From an optimization exercise on the open Yosys and OpenROAD flow, aimed at small area, a short achievable clock period and few clock cycles; shortcuts taken in it are not production practice. At most, simulation tests tie the RTL to the original design; equivalence was not proved. No activity file was given, so power comes from the tool's default toggle rates.

Setup of main:
==> module align, before the edit <==
module align (
    input        div_signed,
    input [31:0] x,
    input [31:0] y,
    output       qzero,
    output [4:0] sh,
    output       short
);
    wire sx = div_signed & x[31];
    wire sy = div_signed & y[31];
    wire [31:0] lx_in = sx ? {~x[30:0], 1'b1} : x;
    wire [31:0] ly_in = sy ? {~y[31:1], 1'b1} : y;
    wire [5:0] lzx = lzc(lx_in);
    wire [5:0] lzy = lzc(ly_in);
    assign qzero = lzx > lzy;
    assign sh    = lzy[4:0] - lzx[4:0];
    assign short = (lzy == lzx) | (lzy == lzx + 6'd1);
    function [5:0] lzc;
        input [31:0] v;
        reg [7:0] z;           
        reg [15:0] n;          
        reg [3:0] zh;          
        reg [1:0] c16 [0:1];
        reg [3:0] o16 [0:1];
        reg [1:0] z16;
        integer k, h;
        reg [3:0] nb;
        begin
            for (k = 0; k < 8; k = k + 1) begin
                nb = v[31 - 4*k -: 4];
                z[k] = ~(|nb);
                n[2*k]   = (nb[2] | ~nb[1]) & ~nb[3];
                n[2*k+1] = ~(nb[3] | nb[2]);
            end
            for (h = 0; h < 2; h = h + 1) begin
                o16[h][2] = z[4*h] & (~z[4*h+1] | z[4*h+2] & ~z[4*h+3]);
                o16[h][3] = z[4*h] & z[4*h+1] & (~z[4*h+2] | ~z[4*h+3]);
                o16[h][1:0] = {2{~o16[h][3] & ~o16[h][2]}} & n[8*h+1 -: 2]
                            | {2{~o16[h][3] &  o16[h][2]}} & n[8*h+3 -: 2]
                            | {2{ o16[h][3] & ~o16[h][2]}} & n[8*h+5 -: 2]
                            | {2{ o16[h][3] &  o16[h][2]}} & n[8*h+7 -: 2];
                z16[h] = &z[4*h+3 -: 4];
            end
            lzc[5] = z16[0] & z16[1];
            lzc[4] = z16[0] & ~z16[1];
            lzc[3:0] = z16[0] ? o16[1] : o16[0];
        end
    endfunction
endmodule
==> module divider, before the edit <==
module divider (
    input div_clk,
    input resetn,
    input div,
    input div_signed,
    input [31:0] x,
    input [31:0] y,
    output [31:0] s,
    output [31:0] r,
    output complete
);
    wire sx = div_signed & x[31];
    wire sy = div_signed & y[31];
    wire [31:0] xa;
    oppo oppo_x(x, sx, xa);
    wire        qzero;
    wire [4:0]  sh;
    wire        short;
    align al(div_signed, x, y, qzero, sh, short);
    reg [3:0]  cnt;
    wire [4:0]  she   = {cnt & {4{ld}}, 1'b0};
    wire [33:0] ysrc  = {2'b11, y ^ {32{~sy}}};
    wire [33:0] fill  = {34{~sy}} & ~({34{1'b1}} << she);
    wire [33:0] dinit = (ysrc << she) | fill;
    reg [31:0] R;
    reg [33:0] D;
    reg [31:0] Q;
    reg        ld, busy, fin;
    reg        rc, rq, rr;
    wire [35:0] a  = {4'b0, R};
    wire [35:0] b1 = {2'b11, D};
    wire [35:0] b2 = {1'b1, D, rc};
    wire [35:0] cs = a ^ b1 ^ b2;
    wire [35:0] cc = {(a[34:0] & b1[34:0]) | (a[34:0] & b2[34:0]) | (b1[34:0] & b2[34:0]), rc};
    wire [35:0] t1 = padd(a,  b1, rc);
    wire [35:0] t2 = padd(a,  b2, rc);
    wire [35:0] t3 = padd(cs, cc, rc);
    wire ok1 = ~t1[35];
    wire ok2 = ~t2[35];
    wire ok3 = ~t3[35];
    wire [31:0] rn = ok3 ? t3[31:0] : ok2 ? t2[31:0] : ok1 ? t1[31:0] : R;
    always @(posedge div_clk) begin
        if (div) begin
            cnt <= sh[4:1];
            rc  <= ~sy;
            rq  <= sx ^ sy;
            rr  <= sx;
        end
        if (div | ld) begin
            R   <= xa;
            D   <= dinit;
            Q   <= 32'b0;
        end else begin
            R   <= rn;
            D   <= {2'b11, D[33:2]};
            Q   <= {Q[29:0], ok2, ok3 | (ok1 & ~ok2)};
            cnt <= cnt - 1'b1;
        end
    end
    always @(posedge div_clk) begin
        if (~resetn) begin
            ld   <= 1'b0;
            busy <= 1'b0;
            fin  <= 1'b0;
        end else begin
            ld   <= div & ~qzero & ~short;
            busy <= (div & short) | ld | (busy & (|cnt));
            fin  <= (div & qzero) | (busy & ~(|cnt));
        end
    end
    oppo oppo_s(Q, rq, s);
    oppo oppo_r(R, rr, r);
    assign complete = fin;
    function [35:0] padd;
        input [35:0] a;
        input [35:0] b;
        input        ci;
        reg   [35:0] hp;
        reg   [36:0] g, p;
        integer l, i;
        begin
            hp = a ^ b;
            g = {a & b, ci};
            p = {hp, 1'b0};
            for (l = 0; l < 6; l = l + 1)
                for (i = 36; i >= 0; i = i - 1)
                    if ((i >> l) & 1) begin
                        g[i] = g[i] | (p[i] & g[((i >> l) << l) - 1]);
                        p[i] = p[i] & p[((i >> l) << l) - 1];
                    end
            padd = hp ^ g[35:0];
        end
    endfunction
endmodule
Settings: LEC_CHECK=0, CAP_MARGIN=20, CORE_MARGIN=2, CORE_UTILIZATION=40, SLEW_MARGIN=20, SYNTH_HIERARCHICAL=1, SYNTH_MINIMUM_KEEP_SIZE=0; clock period 10.0 ns.
standard.sh (not shown) runs the stock make flow with config.mk's settings and CLKGATE_MAP_FILE= SYNTH_SCRIPT=/design/flow/synth_recipe.tcl, a recipe that flattens the netlist after the stock synthesis.
==> flow/flow/run.sh <==
#!/bin/bash
# The standard layout (standard.sh, so the standard synthesis, floorplan,
# power grid, placement, clock tree and routing), with two changes:
# - the ports are buffered with sky130_fd_sc_hd__buf_1 rather than the delay
#   cell the standard buffer_ports picks on its own;
# - timing repair aims at a 5 ns period (setup margin 5 ns).
# make's full output goes to flow_make.log here; each ORFS step also writes
# its own log under orfs/logs/.
set -euo pipefail
bash standard.sh "BUFFER_PORTS_ARGS=-buffer_cell sky130_fd_sc_hd__buf_1" \
    SETUP_SLACK_MARGIN=5 finish > flow_make.log 2>&1
Inputs modified between main and the feature branch:
==> flow/design.v, changed modules only <==
module align (
    input        div_signed,
    input [31:0] x,
    input [31:0] y,
    output       qzero,
    output [4:0] sh
);
    wire sx = div_signed & x[31];
    wire sy = div_signed & y[31];
    wire [31:0] lx_in = sx ? {~x[30:0], 1'b1} : x;
    wire [31:0] ly_in = sy ? {~y[31:1], 1'b1} : y;
    wire [5:0] lzx = lzc(lx_in);
    wire [5:0] lzy = lzc(ly_in);
    assign qzero = lzx > lzy;
    assign sh    = lzy[4:0] - lzx[4:0];
    function [5:0] lzc;
        input [31:0] v;
        reg [7:0] z;           
        reg [15:0] n;          
        reg [3:0] zh;          
        reg [1:0] c16 [0:1];
        reg [3:0] o16 [0:1];
        reg [1:0] z16;
        integer k, h;
        reg [3:0] nb;
        begin
            for (k = 0; k < 8; k = k + 1) begin
                nb = v[31 - 4*k -: 4];
                z[k] = ~(|nb);
                n[2*k]   = (nb[2] | ~nb[1]) & ~nb[3];
                n[2*k+1] = ~(nb[3] | nb[2]);
            end
            for (h = 0; h < 2; h = h + 1) begin
                o16[h][2] = z[4*h] & (~z[4*h+1] | z[4*h+2] & ~z[4*h+3]);
                o16[h][3] = z[4*h] & z[4*h+1] & (~z[4*h+2] | ~z[4*h+3]);
                o16[h][1:0] = {2{~o16[h][3] & ~o16[h][2]}} & n[8*h+1 -: 2]
                            | {2{~o16[h][3] &  o16[h][2]}} & n[8*h+3 -: 2]
                            | {2{ o16[h][3] & ~o16[h][2]}} & n[8*h+5 -: 2]
                            | {2{ o16[h][3] &  o16[h][2]}} & n[8*h+7 -: 2];
                z16[h] = &z[4*h+3 -: 4];
            end
            lzc[5] = z16[0] & z16[1];
            lzc[4] = z16[0] & ~z16[1];
            lzc[3:0] = z16[0] ? o16[1] : o16[0];
        end
    endfunction
endmodule
module divider (
    input div_clk,
    input resetn,
    input div,
    input div_signed,
    input [31:0] x,
    input [31:0] y,
    output [31:0] s,
    output [31:0] r,
    output complete
);
    wire sx = div_signed & x[31];
    wire sy = div_signed & y[31];
    wire [31:0] xa;
    oppo oppo_x(x, sx, xa);
    wire        qzero;
    wire [4:0]  sh;
    align al(div_signed, x, y, qzero, sh);
    reg [3:0]  shr;
    wire [4:0]  she   = {shr, 1'b0};
    wire [33:0] ysrc  = {2'b11, y ^ {32{~sy}}};
    wire [33:0] fill  = {34{~sy}} & ~({34{1'b1}} << she);
    wire [33:0] dinit = (ysrc << she) | fill;
    reg [31:0] R;
    reg [33:0] D;
    reg [31:0] Q;
    reg [3:0]  cnt;
    reg        ld, busy, fin;
    reg        rc, rq, rr;
    wire [35:0] a  = {4'b0, R};
    wire [35:0] b1 = {2'b11, D};
    wire [35:0] b2 = {1'b1, D, rc};
    wire [35:0] cs = a ^ b1 ^ b2;
    wire [35:0] cc = {(a[34:0] & b1[34:0]) | (a[34:0] & b2[34:0]) | (b1[34:0] & b2[34:0]), rc};
    wire [35:0] t1 = padd(a,  b1, rc);
    wire [35:0] t2 = padd(a,  b2, rc);
    wire [35:0] t3 = padd(cs, cc, rc);
    wire ok1 = ~t1[35];
    wire ok2 = ~t2[35];
    wire ok3 = ~t3[35];
    wire [31:0] rn = ok3 ? t3[31:0] : ok2 ? t2[31:0] : ok1 ? t1[31:0] : R;
    always @(posedge div_clk) begin
        if (div) begin
            shr <= sh[4:1];
            rc  <= ~sy;
            rq  <= sx ^ sy;
            rr  <= sx;
        end
        if (div | ld) begin
            R   <= xa;
            D   <= dinit;
            Q   <= 32'b0;
            cnt <= shr;
        end else begin
            R   <= rn;
            D   <= {2'b11, D[33:2]};
            Q   <= {Q[29:0], ok2, ok3 | (ok1 & ~ok2)};
            cnt <= cnt - 1'b1;
        end
    end
    always @(posedge div_clk) begin
        if (~resetn) begin
            ld   <= 1'b0;
            busy <= 1'b0;
            fin  <= 1'b0;
        end else begin
            ld   <= div & ~qzero;
            busy <= ld | (busy & (|cnt));
            fin  <= (div & qzero) | (busy & ~(|cnt));
        end
    end
    oppo oppo_s(Q, rq, s);
    oppo oppo_r(R, rr, r);
    assign complete = fin;
    function [35:0] padd;
        input [35:0] a;
        input [35:0] b;
        input        ci;
        reg   [35:0] hp;
        reg   [36:0] g, p;
        integer l, i;
        begin
            hp = a ^ b;
            g = {a & b, ci};
            p = {hp, 1'b0};
            for (l = 0; l < 6; l = l + 1)
                for (i = 36; i >= 0; i = i - 1)
                    if ((i >> l) & 1) begin
                        g[i] = g[i] | (p[i] & g[((i >> l) << l) - 1]);
                        p[i] = p[i] & p[((i >> l) << l) - 1];
                    end
            padd = hp ^ g[35:0];
        end
    endfunction
endmodule
### Flow results
- Of main and the feature branch, main shows the higher overall power after layout, with the feature branch below it.
- The feature branch reports a lower die area than main does.
- The number of global-route vias before repair in the feature branch sits 892 below the value recorded for main.
- The feature branch vs. main: effective utilization at floorplan roughly the same; leakage dissipation lower.
- When the final numbers for main and the feature branch were put side by side, the sequential share of layout area turned out to be greater in the feature branch.
- Compared to main, the feature branch reaches a lower achievable clock.
Testbench counts of the feature branch, summed over its fixed seeds: cycles 179,558.
No functional check of the RTL was part of main.

## re-timing with driven ports
In the flow no input, the clock included, has a driving cell. The finished layouts below were timed again as built, in two steps. Step 1, drivers: a clkbuf_16 drives div_clk and a buf_2 each remaining input, both assumed. Step 2 moves the port delays by t, midway between the first and last clock arrival at a register: inputs arrive t later, outputs are due t later. That takes back most of the time a late clock gives input paths. a / b / c = ideal ports / drivers / drivers and shift; a / b = the first two.
run	t, ns	setup slack, ns	worst setup path at the end	worst data-port slew with drivers (ns)
main	0.407	5.157 / 5.178 / 4.770	input to register	0.04
the feature branch	0.410	5.084 / 5.112 / 4.701	input to register	0.04
After both steps setup and hold are still met in every run listed. For main, which loses most, drivers alone change the setup slack by +0.021 ns; drivers and shift together by -0.387 ns.
